Background: an optimization exercise with open tools, aiming at small area, a short achievable clock period and few clock cycles per item. Do not read the settings as production practice.
Only simulation tests tie the RTL to the original design; equivalence was not proved.
Power and IR drop assume default switching activity.

// firewall
module firewall
   #(
      parameter DATA_WIDTH = 64,
      parameter CTRL_WIDTH = DATA_WIDTH/8,
      parameter SRAM_ADDR_WIDTH = 19,
      parameter SRAM_DATA_WIDTH = DATA_WIDTH+CTRL_WIDTH,
      parameter UDP_REG_SRC_WIDTH = 2
   )
   (
      input  [DATA_WIDTH-1:0]             in_data,
      input  [CTRL_WIDTH-1:0]             in_ctrl,
      input                               in_wr,
      output                              in_rdy,
      output reg [DATA_WIDTH-1:0]         out_data,
      output reg [CTRL_WIDTH-1:0]         out_ctrl,
      output reg                          out_wr,
      input                               out_rdy,
      input                               reg_req_in,
      input                               reg_ack_in,
      input                               reg_rd_wr_L_in,
      input  [23-1:0]    reg_addr_in,
      input  [32-1:0]   reg_data_in,
      input  [UDP_REG_SRC_WIDTH-1:0]      reg_src_in,
      output                              reg_req_out,
      output                              reg_ack_out,
      output                              reg_rd_wr_L_out,
      output  [23-1:0]   reg_addr_out,
      output  [32-1:0]  reg_data_out,
      output  [UDP_REG_SRC_WIDTH-1:0]     reg_src_out,
      output reg                          sram_rd_req,
      output reg [SRAM_ADDR_WIDTH-1:0]    sram_rd_addr,
      input [DATA_WIDTH-1:0]              sram_rd_data,
      input                               sram_rd_ack,
      input                               sram_rd_vld,
      output reg                          sram_wr_req,
      output reg [SRAM_ADDR_WIDTH-1:0]    sram_wr_addr,
      output reg [DATA_WIDTH-1:0]         sram_wr_data,
      input                               sram_wr_ack,
      input                                reset,
      input                                clk
   );
Size in the first run: ~1,300 cells after synthesis, about 440 I/O pins, roughly 25,000 µm² of cells after synthesis.
export LEC_CHECK = 0
export CAP_MARGIN = 20
export CORE_MARGIN = 2
export CORE_UTILIZATION = 65
export PLACE_DENSITY = 0.75
export SETUP_SLACK_MARGIN = 2.8
export SLEW_MARGIN = 20
create_clock -name core_clock -period 5.5 [get_ports {clk}]
standard.sh (not shown) runs the stock make flow with config.mk's settings and CLKGATE_MAP_FILE= SYNTH_SCRIPT=/design/flow/synth_recipe.tcl, a recipe that flattens the netlist after the stock synthesis.
==> flow/flow/run.sh <==
#!/bin/bash
# The standard layout (standard.sh: the standard flow's synthesis and ORFS flow, unchanged
# scripts) with two placement/CTS choices passed through ORFS variables:
#  - every input and output port still gets its own buffer, but a small
#    sky130_fd_sc_hd__buf_1 instead of the default clkdlybuf4s50_1 delay cell;
#  - clock tree synthesis without dummy loads.
# The whole make output goes to flow.log in this folder; ORFS's own per-step
# logs stay under orfs/logs/.
set -euo pipefail
cd "$(dirname "$0")/.."
export BUFFER_PORTS_ARGS="-buffer_cell sky130_fd_sc_hd__buf_1"
export CTS_ARGS="-sink_clustering_enable -repair_clock_nets -dont_use_dummy_load -buf_list sky130_fd_sc_hd__clkbuf_4 -sink_clustering_size 10 -sink_clustering_max_diameter 40"
bash standard.sh > flow.log 2>&1
Testbench counts at the start, summed over its fixed seeds: cycles 44,773, packets 1,920.
Next try:
--- a/flow/flow/run.sh
+++ b/flow/flow/run.sh
@@ -11,3 +11,3 @@
 export BUFFER_PORTS_ARGS="-buffer_cell sky130_fd_sc_hd__buf_1"
-export CTS_ARGS="-sink_clustering_enable -repair_clock_nets -dont_use_dummy_load -buf_list sky130_fd_sc_hd__clkbuf_4 -sink_clustering_size 10 -sink_clustering_max_diameter 40"
+export CTS_ARGS="-sink_clustering_enable -repair_clock_nets -dont_use_dummy_load"
 bash standard.sh > flow.log 2>&1
--- a/flow/config.mk
+++ b/flow/config.mk
@@ -9,4 +9,4 @@
 export CORE_MARGIN = 2
-export CORE_UTILIZATION = 65
-export PLACE_DENSITY = 0.75
+export CORE_UTILIZATION = 40
+export PLACE_DENSITY = 0.6
 export SETUP_SLACK_MARGIN = 2.8
=>
- The new run went through all stages and came out clean
- wire length rose by 10%
- design area climbs by 5.6%
- power rose by 21%
- die area went up by 61%
- synthesized area stays the same
- global-route usage goes down by 7.0 points
- synthesized cell count stays the same
- register-to-register slack loses 0.08 ns
- clock power came out higher by 88%

* * *

Another version of the RTL of firewall (not shown whole).
Size: ~970 flip-flops, ~440 I/O pins, roughly 25000 um2 of cells after synthesis.
Design firewall, start of the top module:
module firewall
   #(
      parameter DATA_WIDTH = 64,
      parameter CTRL_WIDTH = DATA_WIDTH/8,
      parameter SRAM_ADDR_WIDTH = 19,
      parameter SRAM_DATA_WIDTH = DATA_WIDTH+CTRL_WIDTH,
      parameter UDP_REG_SRC_WIDTH = 2
   )
   (
      input  [DATA_WIDTH-1:0]             in_data,
      input  [CTRL_WIDTH-1:0]             in_ctrl,
      input                               in_wr,
      output                              in_rdy,
      output reg [DATA_WIDTH-1:0]         out_data,
      output reg [CTRL_WIDTH-1:0]         out_ctrl,
      output reg                          out_wr,
      input                               out_rdy,
      input                               reg_req_in,
      input                               reg_ack_in,
      input                               reg_rd_wr_L_in,
      input  [23-1:0]    reg_addr_in,
      input  [32-1:0]   reg_data_in,
      input  [UDP_REG_SRC_WIDTH-1:0]      reg_src_in,
      output                              reg_req_out,
      output                              reg_ack_out,
      output                              reg_rd_wr_L_out,
      output  [23-1:0]   reg_addr_out,
      output  [32-1:0]  reg_data_out,
      output  [UDP_REG_SRC_WIDTH-1:0]     reg_src_out,
      output reg                          sram_rd_req,
      output reg [SRAM_ADDR_WIDTH-1:0]    sram_rd_addr,
      input [DATA_WIDTH-1:0]              sram_rd_data,
      input                               sram_rd_ack,
      input                               sram_rd_vld,
      output reg                          sram_wr_req,
      output reg [SRAM_ADDR_WIDTH-1:0]    sram_wr_addr,
      output reg [DATA_WIDTH-1:0]         sram_wr_data,
      input                               sram_wr_ack,
      input                                reset,
      input                                clk
   );
clock: 5.5 ns
lec_check: 0
cap_margin: 20
core_margin: 2
core_utilization: 65
place_density: 0.75
setup_slack_margin: 3.0
slew_margin: 20
==> flow/flow/run.sh <==
#!/bin/bash
# The standard layout (standard.sh: the standard flow's synthesis and ORFS flow, unchanged
# scripts) with two placement/CTS choices passed through ORFS variables:
#  - every input and output port still gets its own buffer, but a small
#    sky130_fd_sc_hd__buf_1 instead of the default clkdlybuf4s50_1 delay cell;
#  - clock tree synthesis without dummy loads.
# The whole make output goes to flow.log in this folder; ORFS's own per-step
# logs stay under orfs/logs/.
set -euo pipefail
cd "$(dirname "$0")/.."
export BUFFER_PORTS_ARGS="-buffer_cell sky130_fd_sc_hd__buf_1"
export CTS_ARGS="-sink_clustering_enable -repair_clock_nets -dont_use_dummy_load -buf_list sky130_fd_sc_hd__clkbuf_4 -sink_clustering_size 10 -sink_clustering_max_diameter 40"
bash standard.sh > flow.log 2>&1
Testbench counts at the start, summed over its fixed seeds: cycles 42,052, packets 1,920.
Change:
- CORE_UTILIZATION: 65 -> 75
- PLACE_DENSITY: 0.75 -> 0.85
- SETUP_SLACK_MARGIN: 3.0 -> 2.8
Outcome: Global-route usage climbs by 4.5 points. Cell count drops by 5.4%. Area after synthesis stays the same. Worst hold slack is better by 0.0082 ns. Core utilization goes up by 8.1 points. Die area came out lower by 13%. Sequential power hardly moves.
Change:
- CORE_UTILIZATION: 75 -> 65
- PLACE_DENSITY: 0.85 -> 0.75
- SETUP_SLACK_MARGIN: 2.8 -> 3.0
- TNS_END_PERCENT: not set -> 5
After rerunning: Final cell count rises by 3.0%; total power is about the same; hold slack gains 0.0059 ns; critical path depth increases by 1; via count falls by 2.2%.

* * *

## lane 5
firewall with an RTL version that a note above also has.
Size in the first run: about 1300 cells after synthesis, roughly 730 flip-flops, about 0.025 mm^2 of cells after synthesis.
export LEC_CHECK = 0
export CAP_MARGIN = 20
export CORE_MARGIN = 2
export CORE_UTILIZATION = 40
export PLACE_DENSITY = 0.6
export SLEW_MARGIN = 20
create_clock -name core_clock -period 5.5 [get_ports {clk}]
Scripts as last shown in full above: flow/flow/run.sh
Lane 5 finished all stages; the layout is clean.
Testbench counts of lane 5, summed over its fixed seeds: cycles 44,773, packets 1,920.
## Diff of input files: lane 3 against lane 5
- SETUP_SLACK_MARGIN now 2.8, previously not set
## What came out
NOTE: logic depth of the worst path, buffers included in lane 3 exceeds that of lane 5
Lane 3 falls short of lane 5 in via count.
Relative area change from synthesis to final layout on lane 3 is up relative to lane 5.
Of lane 5 and lane 3, the higher routability-driven placement congestion ratio belongs to lane 5.
On worst hold slack, lane 5 beats lane 3.
Looking at fmax, lane 3 sits above lane 5.
Lane 3 vs lane 5: setup slack up in lane 3
sky130_fd_sc_hd__or2_4 as the critical path's slowest cell was reported by lane 3, and sky130_fd_sc_hd__clkbuf_4 by lane 5.
Lane 3 — total power 0.39% higher, lane 5 as reference
The final reports for lane 3 and lane 5 show cell area after layout higher in the former.

* * *

firewall, a different RTL version from the one above (not shown whole).
For scale: roughly 1700 cells after synthesis, about 440 I/O pins.
// firewall
module firewall
   #(
      parameter DATA_WIDTH = 64,
      parameter CTRL_WIDTH = DATA_WIDTH/8,
      parameter SRAM_ADDR_WIDTH = 19,
      parameter SRAM_DATA_WIDTH = DATA_WIDTH+CTRL_WIDTH,
      parameter UDP_REG_SRC_WIDTH = 2
   )
   (
      input  [DATA_WIDTH-1:0]             in_data,
      input  [CTRL_WIDTH-1:0]             in_ctrl,
      input                               in_wr,
      output                              in_rdy,
      output reg [DATA_WIDTH-1:0]         out_data,
      output reg [CTRL_WIDTH-1:0]         out_ctrl,
      output reg                          out_wr,
      input                               out_rdy,
      input                               reg_req_in,
      input                               reg_ack_in,
      input                               reg_rd_wr_L_in,
      input  [23-1:0]    reg_addr_in,
      input  [32-1:0]   reg_data_in,
      input  [UDP_REG_SRC_WIDTH-1:0]      reg_src_in,
      output                              reg_req_out,
      output                              reg_ack_out,
      output                              reg_rd_wr_L_out,
      output  [23-1:0]   reg_addr_out,
      output  [32-1:0]  reg_data_out,
      output  [UDP_REG_SRC_WIDTH-1:0]     reg_src_out,
      output reg                          sram_rd_req,
      output reg [SRAM_ADDR_WIDTH-1:0]    sram_rd_addr,
      input [DATA_WIDTH-1:0]              sram_rd_data,
      input                               sram_rd_ack,
      input                               sram_rd_vld,
      output reg                          sram_wr_req,
      output reg [SRAM_ADDR_WIDTH-1:0]    sram_wr_addr,
      output reg [DATA_WIDTH-1:0]         sram_wr_data,
      input                               sram_wr_ack,
      input                                reset,
      input                                clk
   );
==> flow/config.mk <==
export PLATFORM = sky130hd
export DESIGN_NAME = firewall
export DESIGN_NICKNAME = firewall
export VERILOG_FILES = /design/flow/design.v
export SDC_FILE = /design/flow/constraint.sdc
export NUM_CORES = 4
export LEC_CHECK = 0
export CAP_MARGIN = 20
export CORE_MARGIN = 2
export CORE_UTILIZATION = 65
export PLACE_DENSITY = 0.75
export SETUP_SLACK_MARGIN = 2.9
export SLEW_MARGIN = 20
==> flow/constraint.sdc <==
create_clock -name core_clock -period 5.5 [get_ports {clk}]
set_input_delay 1.1000 -clock core_clock [delete_from_list [all_inputs] [get_ports {clk}]]
set_output_delay 1.1000 -clock core_clock [all_outputs]
set_load 0.01 [all_outputs]
Scripts as last shown in full above: flow/flow/run.sh
The starting point passed the timing, design-rule and antenna checks.
Testbench counts at the start, summed over its fixed seeds: cycles 42,052, packets 1,920.
Rerun with:
- TNS_END_PERCENT: not set -> 5
Effect: The changed run passed the timing, design-rule and antenna checks; final area falls by 0.55%; clock-buffer cell count rises by 3; utilization falls by 0.40 points; power rises by 0.39%; worst hold slack stays flat; wire length falls by 5.1%.

==> separate check: timing with driven ports <==
How much do the figures lean on ideal ports? The routed layouts below were timed once more, with nothing changed but the port constraints. Step 1, drivers: a clkbuf_16 drives clk and a buf_2 each remaining input, both assumed. Step 2 adds t to the input delays and takes it off the output delays; t is the mean of the earliest and latest rising clock arrival at the registers after step 1. Input paths then give back, and output paths get back, about the clock's delay inside the block. Three values: no drivers, after step 1, after step 2; two values: the first two.
run | t (ns) | setup slack, ns | pins driven straight from the clock port
the first run of note 1 | 0.794 | 2.726 / 2.680 / 1.949 | 1
the second run of note 1 | 0.624 | 2.638 / 2.574 / 2.175 | 1
the first run of note 2 | 0.828 | 2.847 / 2.778 / 2.111 | 1
the second run of note 2 | 0.802 | 2.838 / 2.627 / 2.083 | 1
the third run of note 2 | 0.811 | 2.792 / 2.659 / 2.077 | 1
lane 5 | 0.857 | 2.165 / 2.140 / 1.548 | 1
lane 3 | 0.838 | 2.711 / 2.613 / 1.959 | 1
the first run of note 4 | 0.846 | 2.842 / 2.722 / 2.128 | 1
the second run of note 4 | 0.836 | 2.823 / 2.743 / 2.011 | 1
After both steps setup and hold are still met in every run listed. For the second run of note 4, which loses most, drivers alone change the setup slack by -0.080 ns; drivers and shift together by -0.812 ns.
